What follows belongs to an exercise in optimizing a design on an open flow for small area; a production flow would make more cautious choices. The RTL was checked by simulation tests, not by an equivalence proof against the original design. The clock port is modelled as an ideal driver; clocking choices that lean on that would not hold on a real chip.

==> flow/design.v <==
`timescale 1ns / 1ps
module seven_seg(
 input CLK100MHZ, CPU_RESETN,
 input [15:0] RH_Value,
 input [15:0] Temp_Value,
 output CA,CB,CC,CD,CE,CF,CG,DP,
 output [7:0] AN
 );
localparam [16:0] POL = 17'b01010101010101010;
reg  [16:0] sr;       
reg  [2:0]  dig;      
wire [16:0] x = sr ^ POL;
wire        low0 = (x[15:0] == 16'd0);
wire        fb = x[16] ^ x[13] ^ low0;
wire        wrap = low0 & x[16];       
always @(posedge CLK100MHZ) begin
  if (CPU_RESETN) begin
    sr  <= POL;
    dig <= 3'd0;
  end else begin
    sr  <= {x[15:0], fb} ^ POL;
    if (wrap) dig <= dig + 3'd1;
  end
end
wire [31:0] v = {Temp_Value, RH_Value};
wire [7:0] AN_Choose = ~(8'd1 << dig);
wire [3:0] SW_Choose;
genvar d, b;
generate
  for (b = 0; b < 4; b = b + 1) begin : nb
    wire [7:0] t;
    for (d = 0; d < 8; d = d + 1) begin : nd
      assign t[d] = AN_Choose[d] | v[4*d + b];
    end
    assign SW_Choose[b] = &t;
  end
endgenerate
reg  [6:0] Num_Choose;
always @(*) begin
  if (dig == 3'd7 && SW_Choose[3])
    Num_Choose = 7'b1111110;
  else
    case (SW_Choose)
      4'd0:    Num_Choose = 7'b0000001;
      4'd1:    Num_Choose = 7'b1001111;
      4'd2:    Num_Choose = 7'b0010010;
      4'd3:    Num_Choose = 7'b0000110;
      4'd4:    Num_Choose = 7'b1001100;
      4'd5:    Num_Choose = 7'b0100100;
      4'd6:    Num_Choose = 7'b0100000;
      4'd7:    Num_Choose = 7'b0001111;
      4'd8:    Num_Choose = 7'b0000000;
      4'd9:    Num_Choose = 7'b0001100;
      4'd10:   Num_Choose = 7'b0001000;
      4'd11:   Num_Choose = 7'b1100000;
      4'd12:   Num_Choose = 7'b0110001;
      4'd13:   Num_Choose = 7'b1000010;
      4'd14:   Num_Choose = 7'b0110000;
      default: Num_Choose = 7'b0111000;
    endcase
end
assign {CG, CF, CE, CD, CC, CB, CA} = Num_Choose;
assign AN = AN_Choose;
assign DP = 1'b1;
endmodule
`timescale 1ns / 1ps
module DHT22(
input clk,
input rst,
input dht_in,
output dht_out,
output LED16_G,
output LED16_R,
output LED16_B,
output CA,CB,CC,CD,CE,CF,CG,DP,
output [7:0] AN
);
localparam [19:0] M_AT5    = 20'h00030, V_AT5    = 20'h00020;  
localparam [19:0] M_AT1617 = 20'h122ce, V_AT1617 = 20'h00246;  
localparam [19:0] M_AT100K = 20'heef77, V_AT100K = 20'he0123;  
localparam [19:0] M_FS     = 20'hfffff, V_FS     = 20'h0b298;  
localparam [3:0]
  S0  = 4'd0,   
  S1A = 4'd1,   
  S1B = 4'd2,   
  S2  = 4'd3,
  S3  = 4'd4,
  S4  = 4'd5,
  S5  = 4'd6,
  S6  = 4'd7,
  S7A = 4'd8,   
  S7B = 4'd9,   
  S8A = 4'd10,  
  S8B = 4'd11,  
  S9  = 4'd12,
  S10 = 4'd13,
  S0X = 4'd14;  
reg JA3in;
reg LEDR;
reg LEDG;
reg LEDB;
reg [3:0] state;
reg [19:0] cnt;
reg [39:8] dataBits;
reg [5:0] bitCount;
seven_seg SSEG(
  .CLK100MHZ(clk),
  .CPU_RESETN(rst),
  .RH_Value(dataBits[39:24]),
  .Temp_Value(dataBits[23:8]),
  .CA(CA), .CB(CB), .CC(CC), .CD(CD), .CE(CE), .CF(CF), .CG(CG), .DP(DP),
  .AN(AN)
);
assign dht_out = (state == S1B);
assign LED16_R = LEDR;
assign LED16_G = LEDG;
assign LED16_B = LEDB;
wire at5    = ((cnt & M_AT5)    == V_AT5);
wire at1617 = ((cnt & M_AT1617) == V_AT1617);
wire at100k = ((cnt & M_AT100K) == V_AT100K);
wire fs     = ((cnt & M_FS)     == V_FS);
reg [7:0] csum;
wire wr = (state == S8A) | (state == S8B);
wire cbit = wr & ((state == S8B) ^ bitCount[5]);
wire [7:0] cpos;
wire [7:0] cc;
genvar g;
generate
  for (g = 0; g < 8; g = g + 1) begin : ck
    assign cpos[g] = (bitCount[2:0] == 7 - g);
    if (g == 0) assign cc[g] = cbit & cpos[g];
    else        assign cc[g] = (cbit & cpos[g]) | (csum[g-1] & cc[g-1]);
  end
endgenerate
always @(posedge clk) begin
  if (state == S4)
    csum <= 8'd0;
  else
    csum <= csum ^ cc;
end
wire ok = &csum;
wire done40 = bitCount[5] & bitCount[3];
reg [3:0] nstate;
reg adv;
always @(*) begin
  nstate = state;
  adv = 1'b0;
  case (state)
    S0:  if (at100k) nstate = S1A; else adv = 1'b1;
    S0X: nstate = S1A;
    S1A: begin nstate = S1B; adv = 1'b1; end
    S1B: if (at1617) nstate = S2; else adv = 1'b1;
    S2:  if (JA3in)  nstate = S3; else begin adv = 1'b1; if (fs) nstate = S0X; end
    S3:  if (~JA3in) nstate = S4; else begin adv = 1'b1; if (fs) nstate = S0X; end
    S4:  if (JA3in)  nstate = S5; else begin adv = 1'b1; if (fs) nstate = S0X; end
    S5:  if (~JA3in) nstate = S6; else begin adv = 1'b1; if (fs) nstate = S0X; end
    S6:  if (JA3in)  nstate = S7A; else begin adv = 1'b1; if (fs) nstate = S0X; end
    S7A: if (JA3in) begin adv = 1'b1; if (at5) nstate = S7B; end else nstate = S8A;
    S7B: if (JA3in) begin adv = 1'b1; if (fs) nstate = S0X; end else nstate = fs ? S8A : S8B;
    S8A: nstate = S9;
    S8B: nstate = S9;
    S9:  nstate = done40 ? S10 : S5;
    S10: if (JA3in)  nstate = S0; else begin adv = 1'b1; if (fs) nstate = S0X; end
    default: nstate = S0;
  endcase
end
always @(posedge clk) begin
  JA3in <= dht_in;
end
always @(posedge clk) begin
  if (rst) begin
    state <= S0;
    cnt <= 20'd0;
  end else begin
    state <= nstate;
    cnt <= adv ? {~cnt[18:0], cnt[19] ^ cnt[16]} : 20'd0;
  end
end
always @(posedge clk) begin
  if (rst) begin
    LEDR <= 1'b0;
    LEDG <= 1'b0;
    LEDB <= 1'b0;
  end else begin
    if (state == S1A) begin
      LEDR <= 1'b0;
      LEDG <= 1'b0;
      LEDB <= 1'b0;
    end
    if (state == S4 && JA3in) LEDB <= 1'b1;
    if (state == S5 && ~JA3in) begin
      LEDB <= 1'b0;
      LEDR <= 1'b1;
    end
    if (state == S10 && JA3in && ok) begin
      LEDR <= 1'b0;
      LEDG <= 1'b1;
    end
  end
end
always @(posedge clk) begin
  if (state == S4)
    bitCount <= 6'd0;
  else if (state == S8A || state == S8B)
    bitCount <= bitCount + 6'd1;
end
wire [3:0] wrow;
wire [7:0] wcol;
wire wval = ~rst & (state == S8B);
genvar k, m;
generate
  for (k = 0; k < 4; k = k + 1) begin : wr_row
    assign wrow[k] = rst | (wr & (bitCount[5:3] == k));
  end
  for (m = 0; m < 8; m = m + 1) begin : wr_col
    assign wcol[m] = rst | (bitCount[2:0] == m);
  end
  for (k = 0; k < 4; k = k + 1) begin : wr_b
    for (m = 0; m < 8; m = m + 1) begin : wr_i
      always @(posedge clk)
        if (wrow[k] & wcol[m]) dataBits[39 - 8*k - m] <= wval;
    end
  end
endgenerate
endmodule
Settings: LEC_CHECK=0, CAP_MARGIN=0, CORE_MARGIN=2, CORE_UTILIZATION=60, GPL_TIMING_DRIVEN=0, SLEW_MARGIN=0; clock period 10.0 ns.
standard.sh (not shown) runs the stock make flow with config.mk's settings and CLKGATE_MAP_FILE= SYNTH_SCRIPT=/design/flow/synth_recipe.tcl, a recipe that flattens the netlist after the stock synthesis.
==> flow/flow/run.sh <==
#!/bin/bash
set -euo pipefail
W=$(pwd)
F=$W/flow
export MY_ABC_SCRIPT=$F/area.abc
cat $F/overrides.tcl $W/synth_recipe.tcl > $W/version_synth.tcl
source $F/knobs.sh
bash $W/standard.sh SYNTH_SCRIPT=$W/version_synth.tcl \
  "BUFFER_PORTS_ARGS=-buffer_cell sky130_fd_sc_hd__buf_1" \
  "CTS_ARGS=$CTS" \
  POST_CTS_TCL=$F/post_cts.tcl \
  finish > $W/standard_finish.log 2>&1
==> flow/flow/area.abc <==
strash
dc2
dch -f
amap -m
strash
dch -f
amap -m
topo
==> flow/flow/knobs.sh <==
CTS="-sink_clustering_enable -repair_clock_nets -buf_list sky130_fd_sc_hd__clkbuf_8 -root_buf sky130_fd_sc_hd__clkbuf_8 -dont_use_dummy_load"
==> flow/flow/overrides.tcl <==
proc extract_fa {args} { puts "extract_fa skipped by the version's flow" }
proc abc {args} {
  set keep {}
  set skip 0
  foreach a $args {
    if {$skip} { set skip 0; continue }
    if {$a in {-script -constr -D}} { set skip 1; continue }
    lappend keep $a
  }
  yosys abc -script $::env(MY_ABC_SCRIPT) {*}$keep
}
==> flow/flow/post_cts.tcl <==
estimate_parasitics -placement
proc version_worst_clk_slew {} {
  set worst 0
  foreach pin [all_registers -clock_pins -edge_triggered] {
    foreach edge {rise fall} {
      foreach an {min max} {
        set ps [expr {[sta::time_ui_sta [get_property $pin slew_${an}_$edge]] * 1e12}]
        if {$ps > $worst} { set worst $ps }
      }
    }
  }
  return $worst
}
set version_db [ord::get_db]
puts "clock buffer sizing: worst clock-pin slew before [version_worst_clk_slew] ps"
foreach inst [[ord::get_db_block] getInsts] {
  if {![string match sky130_fd_sc_hd__clkbuf_* [[$inst getMaster] getName]]} { continue }
  foreach sz {2 4} {
    set old [$inst getMaster]
    set new [$version_db findMaster sky130_fd_sc_hd__clkbuf_$sz]
    if {[$new getWidth] >= [$old getWidth]} { break }
    $inst swapMaster $new
    estimate_parasitics -placement
    if {[version_worst_clk_slew] > 110.0} {
      $inst swapMaster $old
      estimate_parasitics -placement
    } else {
      puts "clock buffer sizing: [$inst getName] [$old getName] -> [$new getName]"
      break
    }
  }
}
puts "clock buffer sizing: worst clock-pin slew after [version_worst_clk_slew] ps"
Edit:
--- a/flow/flow/run.sh
+++ b/flow/flow/run.sh
@@ -9,2 +9,3 @@
   "BUFFER_PORTS_ARGS=-buffer_cell sky130_fd_sc_hd__buf_1" \
+  "MIN_BUF_CELL_AND_PORTS=sky130_fd_sc_hd__buf_1 A X" \
   "CTS_ARGS=$CTS" \
--- a/flow/config.mk
+++ b/flow/config.mk
@@ -9,4 +9,5 @@
 export CORE_MARGIN = 2
-export CORE_UTILIZATION = 60
+export CORE_UTILIZATION = 85
 export GPL_TIMING_DRIVEN = 0
+export PLACE_DENSITY = 0.9
 export SLEW_MARGIN = 0
Outcome:
- The changed run failed in 3_3_place_gp, error GPL-0301
- synthesized cell count stays the same
- area after synthesis is about the same

-- separate check: timing with driven ports --
Ports are ideal in the flow. The routed layout listed here was re-timed in OpenROAD.
Step 1 sets driving cells, clkbuf_16 on the clock port and buf_2 on the other inputs (assumed; they add their load-dependent delay and slew).
Step 2 also shifts input and output timing later by t, the mid clock arrival at the registers, as if the neighbouring blocks saw the same clock.
Slacks: no drivers / after step 1 / after step 2; pairs: no drivers / after step 1.
run: the first run
t, ns: 0.447
slack for setup (ns): 4.296 / 4.267 / 4.714
worst setup path at the end: register to output
clock arrival spread, ns: 0.033 / 0.034
slew at the worst register clock pin (ns): 0.11 / 0.11
After both steps the first run still meets setup and hold. For the first run, drivers alone change the setup slack by -0.029 ns; drivers and shift together by +0.418 ns.
